This is an optimization exercise on Yosys and OpenROAD, whose aim is small area, not a production implementation. The RTL of this run was laid out without a check of its function. Power figures rest on the tool's default switching activity, not on a simulated workload.

**design.v**
```verilog
module debounce(opt,ipt,clk,en,rst_n);
	input ipt;
	input clk,en,rst_n;
	output opt;
	reg [1:0] cnt;
	always@(posedge clk or negedge rst_n)
		if(~rst_n)
			cnt<=2'd0;
		else if(en)
			cnt<=ipt ? {cnt[1]|cnt[0], cnt[1]|~cnt[0]} : 2'd0;
	assign opt=cnt[1]&cnt[0];
endmodule
module main(rst_n,clk,keys,leds,seg_nCS,seg_leds);
	input rst_n;
	input clk;
	input [7:0]keys;
	output wire [7:0]leds;
	output wire [5:0]seg_nCS;
	output wire [7:0]seg_leds;
	localparam [2:0]rststa=3'b000,dpysta=3'b001,mulsta=3'b010,mdpsta=3'b011,atosta=3'b100,adpsta=3'b101;
	reg [3:0]ca; 
	reg [3:0]cb; 
	reg [3:0]cc; 
	reg [2:0]cd; 
	wire a3=~ca[3]&~ca[2]&ca[1]&ca[0];
	wire a9=ca[3]&ca[0];
	wire b4=cb[2]&~cb[1]&~cb[0];
	wire b9=cb[3]&cb[0];
	wire c4=cc[2]&~cc[1]&~cc[0];
	wire c9=cc[3]&cc[0];
	wire d4=cd[2];
	wire d2=cd[1]&~cd[0];
	always@(posedge clk or negedge rst_n)
		if(!rst_n)
		begin
			ca<=4'd4;
			cb<=0;
			cc<=0;
			cd<=0;
		end
		else
		begin
			ca<=a9 ? 4'd0 : ca+1'b1;
			if(a3)
			begin
				cb<=b9 ? 4'd0 : cb+1'b1;
				if(b9)
				begin
					cc<=c9 ? 4'd0 : cc+1'b1;
					if(c9)
						cd<=d4 ? 3'd0 : cd+1'b1;
				end
			end
		end
	wire tk1k=ca[3]&~ca[0]; 
	wire tk100=a3&b4; 
	wire tk10=a3&b9&c4; 
	wire tk2=tk10&d2; 
	wire krst,key1,key2,key3,key4,key5,key7;
	debounce k1(krst,keys[0],clk,tk100,rst_n);
	debounce k2(key1,keys[1],clk,tk100,rst_n);
	debounce k3(key2,keys[2],clk,tk100,rst_n);
	debounce k4(key3,keys[3],clk,tk100,rst_n);
	debounce k5(key4,keys[4],clk,tk100,rst_n);
	debounce k6(key5,keys[5],clk,tk100,rst_n);
	debounce k8(key7,keys[7],clk,tk100,rst_n);
	reg [2:0]crtsta,nxtsta;
	reg [1:0]nktsta; 
	reg folinic;
	reg flag1,flag2,flag3,flag4,flag5;
	reg [7:0]in1,in2,atoin1;
	reg [2:0]nkt3;
	always@(*)
		case(nktsta)
			2'd0: nkt3=atosta;
			2'd1: nkt3=adpsta;
			2'd2: nkt3=dpysta;
			default: nkt3=rststa;
		endcase
	always@(posedge clk)
		if(!krst)
			crtsta<=rststa;
		else if(tk1k)
		begin
			if(!key1||!key2||!key3||!key4)
				crtsta<=nxtsta;
			else if(!key5||folinic)
				crtsta<=nkt3;
		end
	always@(posedge clk or negedge rst_n)
		if(!rst_n)
		begin
			flag1<=0;
			flag2<=0;
			flag3<=0;
			flag4<=0;
		end
		else if(krst&&tk1k)
		begin
			flag1<=!key1;
			flag2<=!key2;
			flag3<=!key3;
			flag4<=!key4;
		end
	always@(posedge clk)
	begin
		if(!krst)
		begin
			in1<=0;
			in2<=0;
			nxtsta<=rststa;
		end
		else if(tk1k)
		begin
			if(!key1&&!flag1)
				nxtsta<=(crtsta==rststa) ? dpysta : rststa;
			if(!key2)
			begin
				if(!flag2)
				begin
					if(crtsta==mulsta)
						in1<=in1+1'b1;
					nxtsta<=mdpsta;
				end
				else
					nxtsta<=mulsta;
			end
			if(!key3)
			begin
				if(!flag3)
				begin
					if(crtsta==mulsta)
						in2<=in2+1'b1;
					nxtsta<=mdpsta;
				end
				else
					nxtsta<=mulsta;
			end
			if(!key4&&!flag4)
				nxtsta<=(crtsta==mdpsta) ? atosta : mdpsta;
		end
	end
	always@(posedge clk or negedge rst_n)
		if(!rst_n)
			flag5<=0;
		else if(key7&&tk2)
			flag5<=!key5;
	wire [7:0]atoinc=atoin1+1'b1;
	always@(posedge clk)
	begin
		if(!key7)
		begin
			atoin1<=1;
			nktsta<=2'd0;
			folinic<=0;
		end
		else if(tk2)
		begin
			if(key5)
			begin
				if(crtsta==atosta)
				begin
					atoin1<=atoinc;
					folinic<=1;
					nktsta<=2'd1;
				end
				else
					nktsta<=2'd0;
			end
			else if(!flag5)
			begin
				if(crtsta==atosta||crtsta==adpsta)
				begin
					nktsta<=2'd2;
					folinic<=0;
				end
				else
					nktsta<=2'd3;
			end
		end
	end
	wire sel=(crtsta==adpsta);
	wire [7:0]xm=sel ? atoin1 : in2;
	wire [7:0]ym=sel ? atoin1 : in1;
	wire yraw=ym[ca[2:0]];
	reg bor;
	reg [7:0]acu; 
	reg [3:0]cap; 
	wire ybit=yraw^bor;
	wire [8:0]acc={1'b0,acu}+(ybit ? xm : 8'd0);
	wire zap=sel&!key7; 
	wire [2:0]times;
	wire t1=(times==3'd1);
	always@(posedge clk)
	begin
		bor<=ca[3] ? sel : bor&!yraw;
		acu<=(ca[3]|zap) ? 8'd0 : acc[8:1];
		if(zap)
			cap<=4'd0;
		else if(!ca[3]&&(!ca[2]||t1))
			cap<={acc[0],cap[3:1]};
	end
	reg [2:0]s; 
	reg g; 
	assign times=g ? ((s==3'd5) ? 3'd0 : s+1'b1) : 3'd0;
	always@(posedge clk or negedge rst_n)
		if(!rst_n)
			s<=3'd7;
		else if(krst&&tk1k)
			s<=times;
	always@(posedge clk)
		if(!krst)
			g<=0;
		else if(tk1k)
			g<=1;
	reg [3:0]nib;
	always@(*)
	begin
		nib=4'h0;
		case(crtsta)
			dpysta: case(times)
				3'd0,3'd3: nib=4'h2;
				3'd4,3'd5: nib=4'h3;
				default: nib=4'h0;
			endcase
			mulsta: case(times)
				3'd2: nib=in2[3:0];
				3'd3: nib=in2[7:4];
				3'd4: nib=in1[3:0];
				3'd5: nib=in1[7:4];
				default: nib=4'h0;
			endcase
			mdpsta,adpsta: case(times)
				3'd0,3'd1: nib=cap;
				3'd2: nib=acu[3:0];
				3'd3: nib=acu[7:4];
				default: nib=4'h0;
			endcase
			atosta: case(times)
				3'd2: nib=atoinc[3:0];
				3'd3: nib=atoinc[7:4];
				3'd4: nib=atoin1[3:0];
				3'd5: nib=atoin1[7:4];
				default: nib=4'h0;
			endcase
			default: nib=4'h0;
		endcase
	end
	reg [3:0]data;
	always@(posedge clk)
		if(!krst)
			data<=0;
		else if(tk1k)
			data<=nib;
	assign seg_nCS={s!=3'd0,s!=3'd1,s!=3'd2,s!=3'd3,s!=3'd4,s!=3'd5};
	reg [7:0]seg;
	always@(*)
		case(data)
			4'h0: seg=8'b0000_0011;
			4'h1: seg=8'b1001_1111;
			4'h2: seg=8'b0010_0101;
			4'h3: seg=8'b0000_1101;
			4'h4: seg=8'b1001_1001;
			4'h5: seg=8'b0100_1001;
			4'h6: seg=8'b0100_0001;
			4'h7: seg=8'b0001_1111;
			4'h8: seg=8'b0000_0001;
			4'h9: seg=8'b0000_1001;
			4'ha: seg=8'b0001_0001;
			4'hb: seg=8'b1100_0001;
			4'hc: seg=8'b0110_0011;
			4'hd: seg=8'b1000_0101;
			4'he: seg=8'b0110_0001;
			default: seg=8'b0111_0001;
		endcase
	assign seg_leds=seg;
	wire en=(crtsta==dpysta);
	reg [2:0]w; 
	reg [2:0]l; 
	always@(posedge clk)
		if(!krst)
			w<=0;
		else if(tk10&&en)
			w<=w+1'b1;
	always@(posedge clk or negedge rst_n)
		if(!rst_n)
			l<=3'd7;
		else if(krst&&tk10)
			l<=en ? w : 3'd7;
	wire p0=(l==3'd0)|(l==3'd6);
	wire p1=(l==3'd1)|(l==3'd5);
	wire p2=(l==3'd2)|(l==3'd4);
	wire p3=(l==3'd3);
	assign leds={p0,p1,p2,p3,p3,p2,p1,p0};
endmodule
```
**run.sh**
```bash
#!/bin/bash
# synth_recipe.tcl (not shown) runs the flow's synth.tcl, then flattens the netlist and writes it again
# the make line also repeats each setting of config.mk as NAME=value (left out here)
make -C /OpenROAD-flow-scripts/flow DESIGN_CONFIG=/design/flow/config.mk WORK_HOME=/design/flow/orfs CLKGATE_MAP_FILE= SYNTH_SCRIPT=/design/flow/synth_recipe.tcl finish
```
**constraint.sdc**
```tcl
create_clock -name core_clock -period 20.0 [get_ports {clk}]
set_input_delay 4.0000 -clock core_clock [delete_from_list [all_inputs] [get_ports {clk}]]
set_output_delay 4.0000 -clock core_clock [all_outputs]
set_load 0.01 [all_outputs]
```
**config.mk**
```make
export PLATFORM = sky130hd
export DESIGN_NAME = main
export DESIGN_NICKNAME = main
export VERILOG_FILES = /design/flow/design.v
export SDC_FILE = /design/flow/constraint.sdc
export NUM_CORES = 4
export LEC_CHECK = 0
export CAP_MARGIN = 20
export CORE_MARGIN = 2
export CORE_UTILIZATION = 40
export PLACE_DENSITY = 0.6
export SLEW_MARGIN = 20
```
==> impl_metrics.toml <==
[route]
routed.top_layer = "met4"
wl_um = 13770
drc_errors = 0
num_vias = 4735
wl_met2_um = 6189
drtIter0Drc = 401
wl_met3_um = 774
wl_per_cell_um = 15.95
firstDrtPassIters = 8
vias_per_cell = 5.487
wl_met1_um = 6513
ant_nets = 0

[timing]
clock.fmax_mhz = 163.7
rsz0062_at_grt = "no"
fin_setup_tns_ns = 0
tightest_slew_ns = 0.9220
min_period_ns = 6.108
period_share_pct = 30.54
setup_viol = 0
slew_violations = 0
slew_headroom_pct = 38.54
hold_viol = 0
skew_ns = 0.005171

[logic_synthesis]
yosysTopAreaCell = "dfxtp_1"
synth_flop_cell = "dfxtp_1"
synthCells = 675
synth.most_common_cell = "nor2_1"
synthArstFlopShare_pct = 39.60
synth_seq_cells = 101
synthesis.area_sq_mm = 0.005782
synth_warnings = 2
synth_cell_type_count = 80
seq_area_frac_synth_pct = 38.58
avgSynthCellArea_sq_um = 8.566
synthTopCellsByCount = "86 x nor2_1, 84 x nand2_1, 61 x dfxtp_1"
syn-num-nets = 714
synth_top_area_share_pct = 21.12
synth_edf_count = 0
synth_area_leaders = "dfxtp_1 21%, dfrtp_1 14%, ha_1 6.1%"

[outcome]
status = "finished clean"

[worst_setup_path]
cp.required_ns = 16.00
ff2ff_setup_slack_ns = 15.71
worstRegToRegCells = 11
endpoint_kind = "primary output"
critPathSlowestCell = "dfstp_2"
max_stage_delay_ns = 0.77
path_max_fanout = 21
path_cells = "nor3b_4 > inv_4 > clkdlybuf4s50_1"
path_buf_inv = 2
r2r-start = "s[1]"
r2r_end = "seg_leds[4]"
cp_top_family = "flip-flops"
critPathKind = "reg -> out"
startpoint_type = "flop"
critical_path_arrival_ns = 2.11

[floorplanning]
die_area_sq_mm = 0.01543
die_w_um = 124.2
rows = 43
die_y_um = 124.2
start_util_pct = 41.33
io_pins = 32
core_area_sq_mm = 0.01399

[layout]
area.sequential_sq_mm = 0.002231
multi_input_area_sq_mm = 0.003223
syn_to_final_growth_pct = 9.933
final_cells = 863
fin_area_sq_mm = 0.006356
final_util_pct = 45.44
drive_above_1_share_pct = 7.467
antenna_cells = 0
nets = 717
num-fill-cells = 1368

[global_route]
grt_pass1_wl_um = 22780
antenna_found_initial = 0
grt_max_degree = 41
first_global_vias = 4477
grt_usage_pct = 17.96
overflow = 0

[place]
dp_hpwl_um = 10100
gp_congestion = 0.9466
io_buffers = 29
dp.cells = 847
place_area_sq_mm = 0.006081

[clock_tree]
postCtsHoldBufs = 0
cts_made_buffers = 9
clk_latency_ns = 0.35
clock_path_buffers = 2
clk_pin_slew_worst_paths_ns = 0.07
cts.sinks = 101
cts_setup_buffers = 0
h-tree-depth = 3
cts_tree = "yes"
post_cts_resized = 0
cts_root_buffer = "clkbuf_16"

[worst_hold_path]
whs_endpoint = "nxtsta[0]"
min_path_type = "reg -> reg"
min_from = "nxtsta[0]"
min_delay_path_depth = 2

[power_and_ir_drop]
power.density_mw_per_mm2 = 60.32
ir_worst_vdd_mv = 0.03702
p_leak_nw = 2.399

[run]
drv_cap = 0
[area by class of cell]
cell class	instances	area share (%)
timing repair buffer	30	4.606
clock buffer	15	4.213
tap	180	3.543
multi-input combinational	508	50.71
clock inverter	1	0.1181
inverter	28	1.713
sequential	101	35.10
[logic make-up after synthesis]
kind of cell / after synthesis / synth area share, %
compound gates: 154 / 17.27
other cells: 1 / 0.06486
fa+ha+maj: 29 / 6.406
xor+xnor: 30 / 4.674
buf+inv: 66 / 5.670
mux: 17 / 3.441
flops: 101 / 38.58
simple gates: 277 / 23.89
[layout by cell type (no fill, tap or decap), types with 13 or more instances in the layout]
cell type and count:
ha_1 28, nand2_1 84, clkdlybuf4s50_1 28, inv_1 26, o21ai_0 35, a21oi_1 57, nor2_1 86, nand3_1 17
dfrtp_1 33, xor2_1 17, nor3_1 13, dfxtp_1 61
[worst max path at each step]
stage            endpoint  from  cells after the start  slack [ns]
2_1_floorplan  seg_nCS[2]  s[1]                      5       14.85
3_3_place_gp   seg_nCS[4]  s[0]                      3       14.26
3_5_place_dp   seg_nCS[4]  s[0]                      3       14.28
4_1_cts        seg_nCS[4]  s[0]                      3       13.89
5_1_grt        seg_nCS[4]  s[0]                      3       13.83
6_report       seg_nCS[4]  s[0]                      3       13.89
[layer usage]
layer | up-vias | GRT usage [%]
met5 | - | 0
met4 | 0 | 6.279
met3 | 21 | 3.571
met2 | 137 | 27.97
met1 | 2214 | 24.88
li1 | 2363 | -
[report_power, final]
part           internal [mW]  leakage, nW  switching, mW
combinational        0.00346         1.30        0.00584
sequential             0.205        0.969        0.00306
clock                 0.0915        0.130         0.0747
total                  0.300         2.40         0.0836
[stage by stage]
stage               power [mW]  hold slack, ns  setup slack [ns]
floorplan               0.2164          0.4319             14.85
global placement        0.2210          0.4489             14.26
detailed placement      0.2216          0.4482             14.28
CTS                     0.3859          0.4568             13.89
global route            0.3973          0.4775             13.83
finish                  0.3834          0.4566             13.89
[registers in the layout, summed over array words and instances (netlist names), 3 cells and up]
signal / cells
acu: 8
atoin1: 8
ca: 4
cap: 4
cb: 4
cc: 4
cd: 3
crtsta: 3
data: 4
in1: 8
in2: 8
l: 3
nxtsta: 3
s: 3
seg_leds: 7
w: 3
[worst min-delay path: stages (launching register included)]
cell	delay (ns)
dfxtp_1	0.31
nand2_1	0.05
a21oi_1	0.05

==> static timing again, ports no longer ideal <==
The flow's constraints put no driver on any port. The routed layout listed below was extracted and timed again, unchanged, in two steps. Step 1 (the two cells are an assumption about what drives the block):
set clk [get_ports {clk}]
set_driving_cell -lib_cell sky130_fd_sc_hd__clkbuf_16 $clk
set_driving_cell -lib_cell sky130_fd_sc_hd__buf_2 [delete_from_list [all_inputs] $clk]
Step 2, shift: input delay + t, output delay - t, t = (earliest + latest rising clock arrival at the registers) / 2. This alone moves slack from input paths to output paths. a / b / c = no drivers / after step 1 / after step 2; a / b = the first two.
t, ns: 0.386
setup slack, ns: 13.892 / 13.853 / 14.238
worst setup path at the end: register to output
worst register clock-pin slew, ns: 0.07 / 0.07
After both steps setup and hold are still met in this run. For this run, drivers alone change the setup slack by -0.039 ns; drivers and shift together by +0.346 ns.
